From an optimization exercise on the open Yosys and OpenROAD flow, aimed at small area, a short achievable clock period and few clock cycles; shortcuts taken in it are not production practice.
At most, simulation tests tie the RTL to the original design; equivalence was not proved.
The clock port is modelled as an ideal driver, which makes a skipped or thinned clock tree look cheaper than it is; a real chip needs a root buffer or a tree.
No activity file was given, so power comes from the tool's default toggle rates.

## the reference run
==> flow/design.v <==
`timescale 1ns / 1ps
module conversion(
	ready,postfix,
	clk,reset,load,infix
);
input clk, reset, load;
input [7:0] infix;
output ready;
output [7:0] postfix;
localparam QN = 29;           
reg       c_dig, c_opn, c_cls, c_hi, c_pa;
reg [3:0] nib;
wire [3:0] in_n = infix[3:0];
wire       ld   = load & ~reset;
always @(posedge clk) begin
	c_dig <= ld &  infix[4];
	c_opn <= ld & ~infix[4] & ~in_n[2] & ~in_n[1] & ~in_n[0];           
	c_cls <= ld & ~infix[4] & ~in_n[2] & ~in_n[1] &  in_n[0];           
	c_hi  <= ld & ~infix[4] &  in_n[1] & ~(in_n[0] ^ in_n[2]);          
	c_pa  <= ld & ~infix[4] & ~(in_n[2] & in_n[1]) & in_n[0];           
	nib   <= in_n;
end
wire iv   = c_dig | c_opn | c_hi | c_pa;
wire c_lo = c_pa & ~c_cls;
reg        lv, lo, hv, ho;
reg [3:0]  hp;                
reg        p;
reg [2:0]  sp;                
reg        snd, rdy, hd;
reg [3:0]  h;
reg [3:0]  q [1:QN+1];
wire [3:0] hi_n = {1'b1, ho, 1'b1, ho};
wire [3:0] lo_n = {1'b1, lo, ~lo, 1'b1};
wire       n1   = c_dig | (hv & (c_hi | c_pa)) | (lv & c_pa);    
wire       n2   = c_pa & hv & lv;                                
wire [3:0] wd0  = c_dig ? nib : (hv ? hi_n : lo_n);
wire [3:0] wd1  = lo_n;
wire [3:0] curv = {lv, lo, hv, ho};
wire [3:0] bus_e = c_opn ? curv : (p ? wd1 : wd0);
wire [3:0] bus_o = c_opn ? curv : (p ? wd0 : wd1);
reg  [3:0] top;
always @(*)
	case (sp)
	3'd1: top = q[29];
	3'd2: top = q[28];
	3'd3: top = q[27];
	3'd4: top = q[26];
	3'd5: top = q[25];
	default: top = q[24];
	endcase
reg [15:0] dh;                
reg [7:0]  ds;                
integer k;
always @(*) begin
	for (k = 0; k < 16; k = k + 1) dh[k] = (hp == k);
	for (k = 0; k < 8; k = k + 1)  ds[k] = (sp == k);
end
wire       more = (hp != 4'd0);             
wire       done = snd & ~more & ~hv & ~lv;
wire       inc  = n2 | (n1 & p);
wire [3:0] hp_p1 = hp + 4'd1;
wire [3:0] hp_m1 = hp - 4'd1;
always @(posedge clk)
	if (reset | done) begin
		hp <= 4'd0;
		p  <= 1'b0;
	end
	else if (snd) begin
		if (more) begin
			p <= ~p;
			if (!p) hp <= hp_m1;
		end
	end
	else begin
		p <= p ^ (n1 & ~n2);
		if (inc) hp <= hp_p1;
	end
always @(*) q[QN+1] = bus_o;
genvar i;
generate for (i = 1; i <= QN; i = i + 1) begin : g_q
	wire we;
	if (i % 2 == 0)
		assign we = (~p & dh[i/2]) | (p & dh[i/2-1]) |
		            ((QN - i < 8) ? (c_opn & ds[(QN - i) % 8]) : 1'b0);
	else
		assign we = dh[i/2] |
		            ((QN - i < 8) ? (c_opn & ds[(QN - i) % 8]) : 1'b0);
	always @(posedge clk)
		if (snd)      q[i] <= q[i+1];
		else if (we)  q[i] <= (i % 2 == 0) ? bus_e : bus_o;
end endgenerate
always @(posedge clk) begin
	if (reset) begin
		sp  <= 3'd0;
		lv  <= 1'b0;
		hv  <= 1'b0;
		snd <= 1'b0;
		rdy <= 1'b0;
	end
	else if (snd) begin
		if (more) begin
			h  <= q[1];
			hd <= ~(q[1][3] & (q[1][2] | q[1][1]));
		end
		else if (hv) begin
			h  <= hi_n;
			hd <= 1'b0;
			hv <= 1'b0;
		end
		else if (lv) begin
			h  <= lo_n;
			hd <= 1'b0;
			lv <= 1'b0;
		end
		else begin
			snd <= 1'b0;
			rdy <= 1'b0;
		end
	end
	else begin
		if (hp == 4'd0 && !p) begin    
			h  <= bus_e;
			hd <= c_dig;
		end
		if (c_opn) begin
			sp <= sp + 3'd1;
			lv <= 1'b0;
			hv <= 1'b0;
		end
		else if (c_cls) begin
			sp <= sp - 3'd1;
			{lv, lo, hv, ho} <= top;
		end
		else if (c_hi) begin
			hv <= 1'b1;
			ho <= nib[2];
		end
		else if (c_lo) begin
			lv <= 1'b1;
			lo <= nib[2];
			hv <= 1'b0;
		end
		if (iv && !load) begin
			snd <= 1'b1;
			rdy <= 1'b1;
		end
	end
end
assign ready   = rdy;
assign postfix = {3'b001, hd, h};
endmodule
Settings: LEC_CHECK=0, ABC_CLOCK_PERIOD_IN_PS=1900, CAP_MARGIN=20, CORE_MARGIN=2, CORE_UTILIZATION=40, SETUP_SLACK_MARGIN=2.85, SLEW_MARGIN=20; clock period 4.5 ns.
standard.sh (not shown) runs the stock make flow with config.mk's settings and CLKGATE_MAP_FILE= SYNTH_SCRIPT=/design/flow/synth_recipe.tcl, a recipe that flattens the netlist after the stock synthesis.
==> flow/flow/run.sh <==
#!/bin/bash
# Standard ORFS flow, except that the clock tree is built by flow/cts.tcl.
set -euo pipefail
R=orfs/results/$FLOW_PLATFORM/conversion/base
bash standard.sh place > flow_place.log 2>&1
RES=$R SETUP_MARGIN=2.85 NROOT=4 NLEAF=2 ROOTBUF=sky130_fd_sc_hd__clkbuf_8 LEAFBUF=sky130_fd_sc_hd__clkbuf_16 \
	openroad -exit -no_init -threads $NUM_CORES flow/cts.tcl > flow_cts.log 2>&1
bash standard.sh finish > flow_finish.log 2>&1
Other scripts of this flow, unchanged in this note and not shown: flow/flow/cts.tcl, flow/flow/tree.tcl
Setup changes, the reference run to the trial run
--- a/flow/design.v
+++ b/flow/design.v
@@ -34,4 +34,7 @@
 wire       n1   = c_dig | (hv & (c_hi | c_pa)) | (lv & c_pa);    
 wire       n2   = c_pa & hv & lv;                                
+wire       wa   = ~p & n1;                   
+wire       wb   =  p & n2;                   
+wire       wc   = (p & n1) | (~p & n2);      
 wire [3:0] wd0  = c_dig ? nib : (hv ? hi_n : lo_n);
 wire [3:0] wd1  = lo_n;
@@ -81,8 +84,8 @@
 	wire we;
 	if (i % 2 == 0)
-		assign we = (~p & dh[i/2]) | (p & dh[i/2-1]) |
+		assign we = (wa & dh[i/2]) | (wb & dh[i/2-1]) |
 		            ((QN - i < 8) ? (c_opn & ds[(QN - i) % 8]) : 1'b0);
 	else
-		assign we = dh[i/2] |
+		assign we = (wc & dh[i/2]) |
 		            ((QN - i < 8) ? (c_opn & ds[(QN - i) % 8]) : 1'b0);
 	always @(posedge clk)
@@ -119,7 +122,7 @@
 	end
 	else begin
-		if (hp == 4'd0 && !p) begin    
-			h  <= bus_e;
-			hd <= c_dig;
+		if (c_dig && hp == 4'd0 && !p) begin
+			h  <= nib;
+			hd <= 1'b1;
 		end
 		if (c_opn) begin
Notes after the runs:
Synthesized area went up slightly going from the reference run to the trial run. Between the reference run and the trial run, the flow reports area of placed instances increasing slightly. Hold slack: the trial run vs the reference run down 20 ps. Against the reference run, the trial run reports a non-clock inverter total of the final layout that is higher. In the trial run relative to the reference run, total half-perimeter wirelength after legalization and detailed placement had gone up by a few percent. Diff the reference run -> the trial run: setup slack of the critical path after layout decreased by 94 ps relative to the old numbers, design area increased by 10% relative to the old numbers. Comparing the trial run and the reference run, the lower wire length was measured on the reference run.
No run of this note included a check of the RTL's function; only the layout flow was run. No run of this note takes its clock network from TritonCTS; it comes from the design's own scripts or RTL.

---

RTL: the design.v shown in full above, as it stands there.
==> flow/config.mk <==
export PLATFORM = sky130hd
export DESIGN_NAME = conversion
export DESIGN_NICKNAME = conversion
export VERILOG_FILES = /design/flow/design.v
export SDC_FILE = /design/flow/constraint.sdc
export NUM_CORES = 4
export LEC_CHECK = 0
export ABC_CLOCK_PERIOD_IN_PS = 1900
export CAP_MARGIN = 20
export CORE_MARGIN = 2
export CORE_UTILIZATION = 40
export SETUP_SLACK_MARGIN = 2.75
export SLEW_MARGIN = 20
==> flow/constraint.sdc <==
create_clock -name core_clock -period 4.5 [get_ports {clk}]
set_input_delay 0.9000 -clock core_clock [delete_from_list [all_inputs] [get_ports {clk}]]
set_output_delay 0.9000 -clock core_clock [all_outputs]
set_load 0.01 [all_outputs]
==> flow/flow/run.sh <==
#!/bin/bash
# Standard ORFS flow, except that the clock tree is built by flow/cts.tcl.
set -euo pipefail
R=orfs/results/$FLOW_PLATFORM/conversion/base
bash standard.sh place > flow_place.log 2>&1
RES=$R SETUP_MARGIN=2.75 NROOT=4 NLEAF=3 ROOTBUF=sky130_fd_sc_hd__buf_12 LEAFBUF=sky130_fd_sc_hd__buf_6 \
	openroad -exit -no_init -threads $NUM_CORES flow/cts.tcl > flow_cts.log 2>&1
bash standard.sh finish > flow_finish.log 2>&1
Other scripts of this flow, unchanged in this note and not shown: flow/flow/cts.tcl, flow/flow/tree.tcl
Next try:
--- a/flow/design.v
+++ b/flow/design.v
@@ -23,9 +23,9 @@
 wire iv   = c_dig | c_opn | c_hi | c_pa;
 wire c_lo = c_pa & ~c_cls;
 reg        lv, lo, hv, ho;
-reg [3:0]  hp;                
-reg        p;
-reg [2:0]  sp;                
+reg [3:0]  hl, hh;            
+reg        p;                 
+reg [6:0]  so;                
 reg        snd, rdy, hd;
 reg [3:0]  h;
 reg [3:0]  q [1:QN+1];
@@ -38,42 +38,39 @@
 wire [3:0] curv = {lv, lo, hv, ho};
 wire [3:0] bus_e = c_opn ? curv : (p ? wd1 : wd0);
 wire [3:0] bus_o = c_opn ? curv : (p ? wd0 : wd1);
-reg  [3:0] top;
+wire [3:0] top = ({4{so[1]}} & q[29]) | ({4{so[2]}} & q[28]) |
+                 ({4{so[3]}} & q[27]) | ({4{so[4]}} & q[26]) |
+                 ({4{so[5]}} & q[25]) | ({4{so[6]}} & q[24]);
+reg [15:0] dh;                
+integer k;
 always @(*)
-	case (sp)
-	3'd1: top = q[29];
-	3'd2: top = q[28];
-	3'd3: top = q[27];
-	3'd4: top = q[26];
-	3'd5: top = q[25];
-	default: top = q[24];
-	endcase
-reg [15:0] dh;                
-reg [7:0]  ds;                
-integer k;
-always @(*) begin
-	for (k = 0; k < 16; k = k + 1) dh[k] = (hp == k);
-	for (k = 0; k < 8; k = k + 1)  ds[k] = (sp == k);
-end
-wire       more = (hp != 4'd0);             
+	for (k = 0; k < 16; k = k + 1) dh[k] = hl[k % 4] & hh[k / 4];
+wire [7:0] ds = {1'b0, so};
+wire       h0   = hl[0] & hh[0];
+wire       more = ~h0;                      
 wire       done = snd & ~more & ~hv & ~lv;
 wire       inc  = n2 | (n1 & p);
-wire [3:0] hp_p1 = hp + 4'd1;
-wire [3:0] hp_m1 = hp - 4'd1;
 always @(posedge clk)
 	if (reset | done) begin
-		hp <= 4'd0;
+		hl <= 4'b0001;
+		hh <= 4'b0001;
 		p  <= 1'b0;
 	end
 	else if (snd) begin
 		if (more) begin
 			p <= ~p;
-			if (!p) hp <= hp_m1;
+			if (!p) begin                    
+				hl <= {hl[0], hl[3:1]};
+				if (hl[0]) hh <= {hh[0], hh[3:1]};
+			end
 		end
 	end
 	else begin
 		p <= p ^ (n1 & ~n2);
-		if (inc) hp <= hp_p1;
+		if (inc) begin                       
+			hl <= {hl[2:0], hl[3]};
+			if (hl[3]) hh <= {hh[2:0], hh[3]};
+		end
 	end
 always @(*) q[QN+1] = bus_o;
 genvar i;
@@ -91,7 +88,7 @@
 end endgenerate
 always @(posedge clk) begin
 	if (reset) begin
-		sp  <= 3'd0;
+		so  <= 7'd1;
 		lv  <= 1'b0;
 		hv  <= 1'b0;
 		snd <= 1'b0;
@@ -118,17 +115,17 @@
 		end
 	end
 	else begin
-		if (hp == 4'd0 && !p) begin    
+		if (h0 && !p) begin            
 			h  <= bus_e;
 			hd <= c_dig;
 		end
 		if (c_opn) begin
-			sp <= sp + 3'd1;
+			so <= {so[5:0], 1'b0};
 			lv <= 1'b0;
 			hv <= 1'b0;
 		end
 		else if (c_cls) begin
-			sp <= sp - 3'd1;
+			so <= {1'b0, so[6:1]};
 			{lv, lo, hv, ho} <= top;
 		end
 		else if (c_hi) begin
The new run completed with no timing, DRC or antenna violations; total power goes up by 3.4%; area after synthesis is higher by 0.42%; setup slack is better by 0.0069 ns; utilization went down by 1.2 points; register-to-register slack is better by 0.02 ns; clock power climbs by 3.7%; sequential share of layout area rises by 3.3 points; worst hold slack loses 0.028 ns; sequential cell count grows by 8.
Testbench counts after the change, summed over its fixed seeds: cycles 5,210.
No functional check of the RTL was part of the first run of this note. In every run of this note, the design's own scripts or RTL, not TritonCTS, make the clock network.

==> separate check: timing with driven ports <==
The results above use ideal ports. As a check the final layouts listed here were re-extracted and re-timed, cells and wires unchanged. Step 1 sets driving cells, clkbuf_16 on the clock port and buf_2 on the other inputs (assumed; they add their load-dependent delay and slew). Step 2 times the ports against the registers' clock, not the clock port: input delays grow and output delays shrink by t, the midpoint of the rising clock arrivals with the driver on. a / b / c = ideal / step 1 / step 2; a / b = the first two.
run	t, ns	slack for setup (ns)	hold slack, ns	worst setup path at the end	cell pins on the clock port's net
the reference run	0.367	2.778 / 2.698 / 2.559	0.506 / 0.506 / 0.506	input to register	4
the trial run	0.359	2.684 / 2.685 / 2.544	0.486 / 0.486 / 0.486	input to register	4
the first run of note 2	0.308	2.750 / 2.747 / 2.571	0.492 / 0.492 / 0.492	input to register	4
the second run of note 2	0.318	2.757 / 2.696 / 2.508	0.464 / 0.464 / 0.464	input to register	4
After both steps every run listed still meets setup and hold. For the second run of note 2, which loses most, drivers alone change the setup slack by -0.061 ns; drivers and shift together by -0.249 ns.
